Source: an optimization exercise on an open RTL-to-GDS flow (aim: small area and a short achievable clock period). Production flows keep margins and buffers that such runs may drop. At most, simulation tests tie the RTL to the original design; equivalence was not proved.

Design cordic, start of the top module:
module cordic #(
    parameter data_width = 16,
    parameter iterations = 15
    )(
    input clk,
    input reset_n,
    input logic signed [data_width-1:0] angle,
    input logic signed [data_width-1:0] x_i,
    input logic signed [data_width-1:0] y_i,
    output logic signed [data_width-1:0] cos,
    output logic signed [data_width-1:0] sin,
    input valid_in,
    output logic valid_out
    );
Settings: LEC_CHECK=0, ABC_AREA=1, CAP_MARGIN=20, CORE_MARGIN=2, CORE_UTILIZATION=40, SETUP_SLACK_MARGIN=1.75, SLEW_MARGIN=20; clock period 4.0 ns.
standard.sh (not shown) runs the stock make flow with config.mk's settings and CLKGATE_MAP_FILE= SYNTH_SCRIPT=/design/flow/synth_recipe.tcl, a recipe that flattens the netlist after the stock synthesis.
==> flow/flow/run.sh <==
#!/bin/bash
# Standard ORFS layout with three changes: synthesis does not extract full/half adder cells
# (ADDER_MAP_FILE empty), so ABC maps all arithmetic to plain gates; every port still gets
# its own buffer, but a sky130_fd_sc_hd__buf_2 rather than the delay cell the default picks;
# and clock tree synthesis inserts no dummy loads and uses the settings in flow/cts_args.
set -euo pipefail
CTS_EXTRA=$(cat flow/cts_args)
bash standard.sh ADDER_MAP_FILE= \
  "BUFFER_PORTS_ARGS=-buffer_cell sky130_fd_sc_hd__buf_2" \
  "CTS_ARGS=-sink_clustering_enable -repair_clock_nets -dont_use_dummy_load $CTS_EXTRA" \
  finish > make_finish.log 2>&1
==> flow/flow/cts_args <==
-sink_clustering_size 20 -sink_clustering_max_diameter 80
Rerun with:
==> flow/flow/cts_args (replaced) <==
-sink_clustering_size 30 -sink_clustering_max_diameter 120
SETUP_SLACK_MARGIN = 1.8   (was 1.75)
Effect: Routed wire length falls by 2.5%; setup slack gains 0.038 ns; synthesized area does not change; maximum frequency rises by 1.8%; final cell count does not change; core utilization falls by 0.14 points; via count stays flat; hold slack loses 0.019 ns.
Rerun with:
SETUP_SLACK_MARGIN = 1.9   (was 1.8)
What happened:
- final area grows by 8.5%
- global-route usage came out higher by 0.30 points
- non-clock buffer count rises by 115
- sequential cell count is unchanged
- via count rose by 2.5%
- fmax rises by 0.37%
- clock-buffer cell count rose by 3
- worst hold slack is better by 0.034 ns
Rerun with:
==> flow/flow/run.sh (replaced) <==
#!/bin/bash
# Standard ORFS layout with three changes: synthesis does not extract full/half adder cells
# (ADDER_MAP_FILE empty), so ABC maps all arithmetic to plain gates; every port still gets
# its own buffer, but a sky130_fd_sc_hd__buf_2 rather than the delay cell the default picks;
# and clock tree synthesis inserts no dummy loads.
set -euo pipefail
bash standard.sh ADDER_MAP_FILE= \
  "BUFFER_PORTS_ARGS=-buffer_cell sky130_fd_sc_hd__buf_2" \
  "CTS_ARGS=-sink_clustering_enable -repair_clock_nets -dont_use_dummy_load" \
  finish > make_finish.log 2>&1
SETUP_SLACK_MARGIN = 1.8   (was 1.9)
removed: flow/flow/cts_args
Result:
- global-route usage grows by 0.15 points
- die area is unchanged
- final area goes down by a few percent
- wire length came out lower by a few percent
- worst setup slack degrades by 0.021 ns
- area after synthesis stays the same
- hold slack gets worse by 0.0059 ns
Rerun with:
==> flow/flow/run.sh (replaced) <==
#!/bin/bash
# Standard ORFS layout with three changes: synthesis does not extract full/half adder cells
# (ADDER_MAP_FILE empty), so ABC maps all arithmetic to plain gates; every port still gets
# its own buffer, but a sky130_fd_sc_hd__buf_2 rather than the delay cell the default picks;
# and clock tree synthesis inserts no dummy loads and uses the settings in flow/cts_args.
set -euo pipefail
CTS_EXTRA=$(cat flow/cts_args)
bash standard.sh ADDER_MAP_FILE= \
  "BUFFER_PORTS_ARGS=-buffer_cell sky130_fd_sc_hd__buf_2" \
  "CTS_ARGS=-sink_clustering_enable -repair_clock_nets -dont_use_dummy_load $CTS_EXTRA" \
  finish > make_finish.log 2>&1
==> flow/flow/cts_args (new file) <==
-sink_clustering_size 30 -sink_clustering_max_diameter 80
What happened:
- cell count came out lower by 0.58%
- core utilization came out lower by 0.60 points
- non-clock buffer count came out lower by 4
- clock skew rose by 0.014 ns
- die area is unchanged
- via count came out lower by 0.34%
- cell area falls by 1.3%
- wire length stays flat


Another version of the RTL of cordic (not shown whole).
Size in the first run: about 4200 cells after synthesis, ~620 flip-flops, ~84 I/O pins, ~37000 sq um of cells after synthesis.
==> flow/design.v (excerpt) <==
module cordic #(
    parameter data_width = 16,
    parameter iterations = 15
    )(
    input clk,
    input reset_n,
    input logic signed [data_width-1:0] angle,
    input logic signed [data_width-1:0] x_i,
    input logic signed [data_width-1:0] y_i,
    output logic signed [data_width-1:0] cos,
    output logic signed [data_width-1:0] sin,
    input valid_in,
    output logic valid_out
    );
Settings: LEC_CHECK=0, ABC_AREA=1, CAP_MARGIN=20, CORE_MARGIN=2, CORE_UTILIZATION=40, CTS_BUF_LIST=sky130_fd_sc_hd__clkbuf_4, CTS_CLUSTER_SIZE=20, SETUP_SLACK_MARGIN=1.5, SLEW_MARGIN=20; clock period 4.0 ns.
run.sh (not shown) runs the stock make flow with config.mk's settings and CLKGATE_MAP_FILE= SYNTH_SCRIPT=/design/flow/synth_recipe.tcl, a recipe that flattens the netlist after the stock synthesis.
Stock flow here: none of the scripts above is used.
The starting point completed without violations.
==> next run, changes <==
==> flow/flow/run.sh (new file) <==
#!/bin/bash
# Standard ORFS layout, except that synthesis does not extract full/half adder cells
# (ADDER_MAP_FILE empty), so ABC maps all arithmetic to plain gates.
set -euo pipefail
bash standard.sh ADDER_MAP_FILE= finish > make_finish.log 2>&1
==> flow/standard.sh (new file) <==
#!/bin/bash
# synth_recipe.tcl (not shown) runs the flow's synth.tcl, then flattens the netlist and writes it again
# the make line also repeats each setting of config.mk as NAME=value (left out here)
make -C /OpenROAD-flow-scripts/flow DESIGN_CONFIG=/design/flow/config.mk WORK_HOME=/design/flow/orfs CLKGATE_MAP_FILE= SYNTH_SCRIPT=/design/flow/synth_recipe.tcl "${@:-finish}"
CTS_BUF_LIST = not set   (was sky130_fd_sc_hd__clkbuf_4)
CTS_CLUSTER_SIZE = not set   (was 20)
removed: flow/run.sh
Setup slack gains 0.16 ns.
Sequential share of layout area decreases by 2.2 points.
Final cell count increases by 38%.
Synthesized cell count is higher by 56%.
Clock-buffer cell count fell by 133.
Die area came out higher by 12%.
Flip-flop and latch count does not change.
Wire length is higher by 26%.
==> next run, changes <==
==> flow/run.sh (new file) <==
#!/bin/bash
# synth_recipe.tcl (not shown) runs the flow's synth.tcl, then flattens the netlist and writes it again
# the make line also repeats each setting of config.mk as NAME=value (left out here)
make -C /OpenROAD-flow-scripts/flow DESIGN_CONFIG=/design/flow/config.mk WORK_HOME=/design/flow/orfs CLKGATE_MAP_FILE= SYNTH_SCRIPT=/design/flow/synth_recipe.tcl finish
removed: flow/flow/run.sh
removed: flow/standard.sh
Result: The new run completed with no timing, DRC or antenna violations; clock skew stays flat; global-route usage is lower by 1.8 points; clock-buffer cell count climbs by 1; synthesized cell count went down by 36%; routed wire length came out lower by 20%; setup slack got worse by 0.14 ns; sequential cell count does not change; core utilization rose by 3.4 points.
==> next run, changes <==
SETUP_SLACK_MARGIN = 2.5   (was 1.5)
=> The new run ran to the end with no violations. Sequential share of layout area fell by 6.4 points. Worst hold slack stays flat. Via count rose by 15%. Die area stays the same. Fmax fell by 0.59%. Cell area rose by 30%. Clock-buffer cell count rose by 11. Non-clock buffer count rose by 644. Clock skew rose by 0.0061 ns.
==> next run, changes <==
SETUP_SLACK_MARGIN = not set   (was 2.5)
Maximum frequency shrinks by 16%. Clock-buffer cell count drops by 4. Cell area is lower by 28%.
==> next run, changes <==
CORE_UTILIZATION = 60   (was 40)
SETUP_SLACK_MARGIN = 1.5   (was not set)
First-iteration DRC count rose by well over a third.
Global-route usage rose by 8.7 points.
Final cell count fell by a few percent.
Sequential cell count stays the same.
Final area rose by a few percent.
Worst setup slack is better by 0.51 ns.
Function was not checked in any run of this note: the RTL went through the layout flow alone.


09-05:
cordic, a different RTL version from the one above (not shown whole).
Size in the first run: roughly 600 flip-flops, ~39000 sq um of cells after synthesis.
clock: 4.0 ns
lec_check: 0
abc_area: 1
cap_margin: 20
core_margin: 2
core_utilization: 40
slew_margin: 20
Stock flow here: none of the scripts above is used.
09-05 | stages: all done | timing, DRC, antenna: all pass
diff inputs: 09-05 => 08-15
# 09-05
export LEC_CHECK = 0
export ABC_AREA = 1
export CAP_MARGIN = 20
export CORE_MARGIN = 2
export CORE_UTILIZATION = 40
export SLEW_MARGIN = 20
create_clock -name core_clock -period 4.0 [get_ports {clk}]
# 08-15
export LEC_CHECK = 0
export ABC_AREA = 1
export CAP_MARGIN = 20
export CORE_MARGIN = 2
export CORE_UTILIZATION = 40
export SETUP_SLACK_MARGIN = 1.0
export SLEW_MARGIN = 20
create_clock -name core_clock -period 4.0 [get_ports {clk}]
==> notes.md <==
Going from 09-05 to 08-15, proportion of cell area occupied by multi-input gates held steady, final standard cell area without fillers grew by about 0.4%, number of enable flip-flop cells after synthesis held steady.
The maximum frequency from static timing analysis number comes out higher for 08-15 vs 09-05.
Between 09-05 and 08-15, the via count figures differ only marginally.
No functional check of the RTL was part of any run of this note.


## red
Another version of the RTL of cordic (not shown whole).
Size: roughly 4700 cells after synthesis, roughly 620 flip-flops, ~37000 um^2 of cells after synthesis.
export LEC_CHECK = 0
export ABC_AREA = 1
export CAP_MARGIN = 20
export CORE_MARGIN = 2
export CORE_UTILIZATION = 40
export CTS_BUF_LIST = sky130_fd_sc_hd__clkbuf_4
export CTS_CLUSTER_SIZE = 20
export SETUP_SLACK_MARGIN = 1.8
export SLEW_MARGIN = 20
create_clock -name core_clock -period 4.0 [get_ports {clk}]
The inputs of blue differ from those of red as listed below.
- a change of SETUP_SLACK_MARGIN from 1.8 to 1.5
- a deleted CTS_CLUSTER_SIZE that had been 20
- a deleted CTS_BUF_LIST that had been sky130_fd_sc_hd__clkbuf_4
--- outcome ---
- Per the final summary, blue finished and its layout is clean on timing, DRC and antenna.
- Re final instance count without filler cells: blue and red aren't equal, and the lower value belongs to blue.
- [compare] base=red new=blue: met3 wire length lower, worst setup slack down 110 ps, critical path depth up 12, cell count of the worst reg-to-reg path saw a decrease.
- Number of different library cells in the post-synthesis netlist came out exactly the same in blue and red.
No functional check of the RTL was part of any run of this note.

-- port drivers added, routing unchanged --
How much do the figures lean on ideal ports? The routed layouts below were timed once more, with nothing changed but the port constraints. Step 1, drivers: a clkbuf_16 drives clk and a buf_2 each remaining input, both assumed. Step 2 times the ports against the registers' clock, not the clock port: input delays grow and output delays shrink by t, the midpoint of the rising clock arrivals with the driver on. a / b / c = ideal / step 1 / step 2; a / b = the first two.
| run | t, ns | setup slack, ns | latest minus earliest clock arrival (ns) |
|---|---|---|---|
| the first run of note 1 | 0.629 | 1.871 / 1.871 / 1.286 | 0.099 / 0.099 |
| the second run of note 1 | 0.637 | 1.909 / 1.917 / 1.291 | 0.099 / 0.099 |
| the third run of note 1 | 0.657 | 1.917 / 1.915 / 1.258 | 0.088 / 0.088 |
| the fourth run of note 1 | 0.658 | 1.896 / 1.896 / 1.290 | 0.096 / 0.096 |
| the fifth run of note 1 | 0.623 | 1.883 / 1.883 / 1.342 | 0.099 / 0.099 |
| the first run of note 2 | 1.031 | 1.469 / 1.469 / 0.585 | 0.094 / 0.094 |
| the second run of note 2 | 0.688 | 1.625 / 1.656 / 0.972 | 0.027 / 0.027 |
| the third run of note 2 | 0.670 | 1.480 / 1.480 / 0.929 | 0.024 / 0.024 |
| the fourth run of note 2 | 0.675 | 1.466 / 1.466 / 1.096 | 0.025 / 0.025 |
| the fifth run of note 2 | 0.671 | 0.983 / 1.027 / 0.356 | 0.029 / 0.029 |
| the sixth run of note 2 | 0.663 | 1.493 / 1.493 / 0.896 | 0.023 / 0.023 |
| 09-05 | 0.680 | 0.804 / 0.804 / 0.249 | 0.037 / 0.037 |
| 08-15 | 0.682 | 1.148 / 1.158 / 0.507 | 0.037 / 0.037 |
| red | 1.123 | 1.664 / 1.600 / 0.765 | 0.076 / 0.077 |
| blue | 0.675 | 1.551 / 1.592 / 0.916 | 0.049 / 0.049 |
After both steps setup and hold are still met in every run listed. The setup slack of red, which loses most, moves by -0.064 ns with the drivers and by -0.899 ns with both steps.
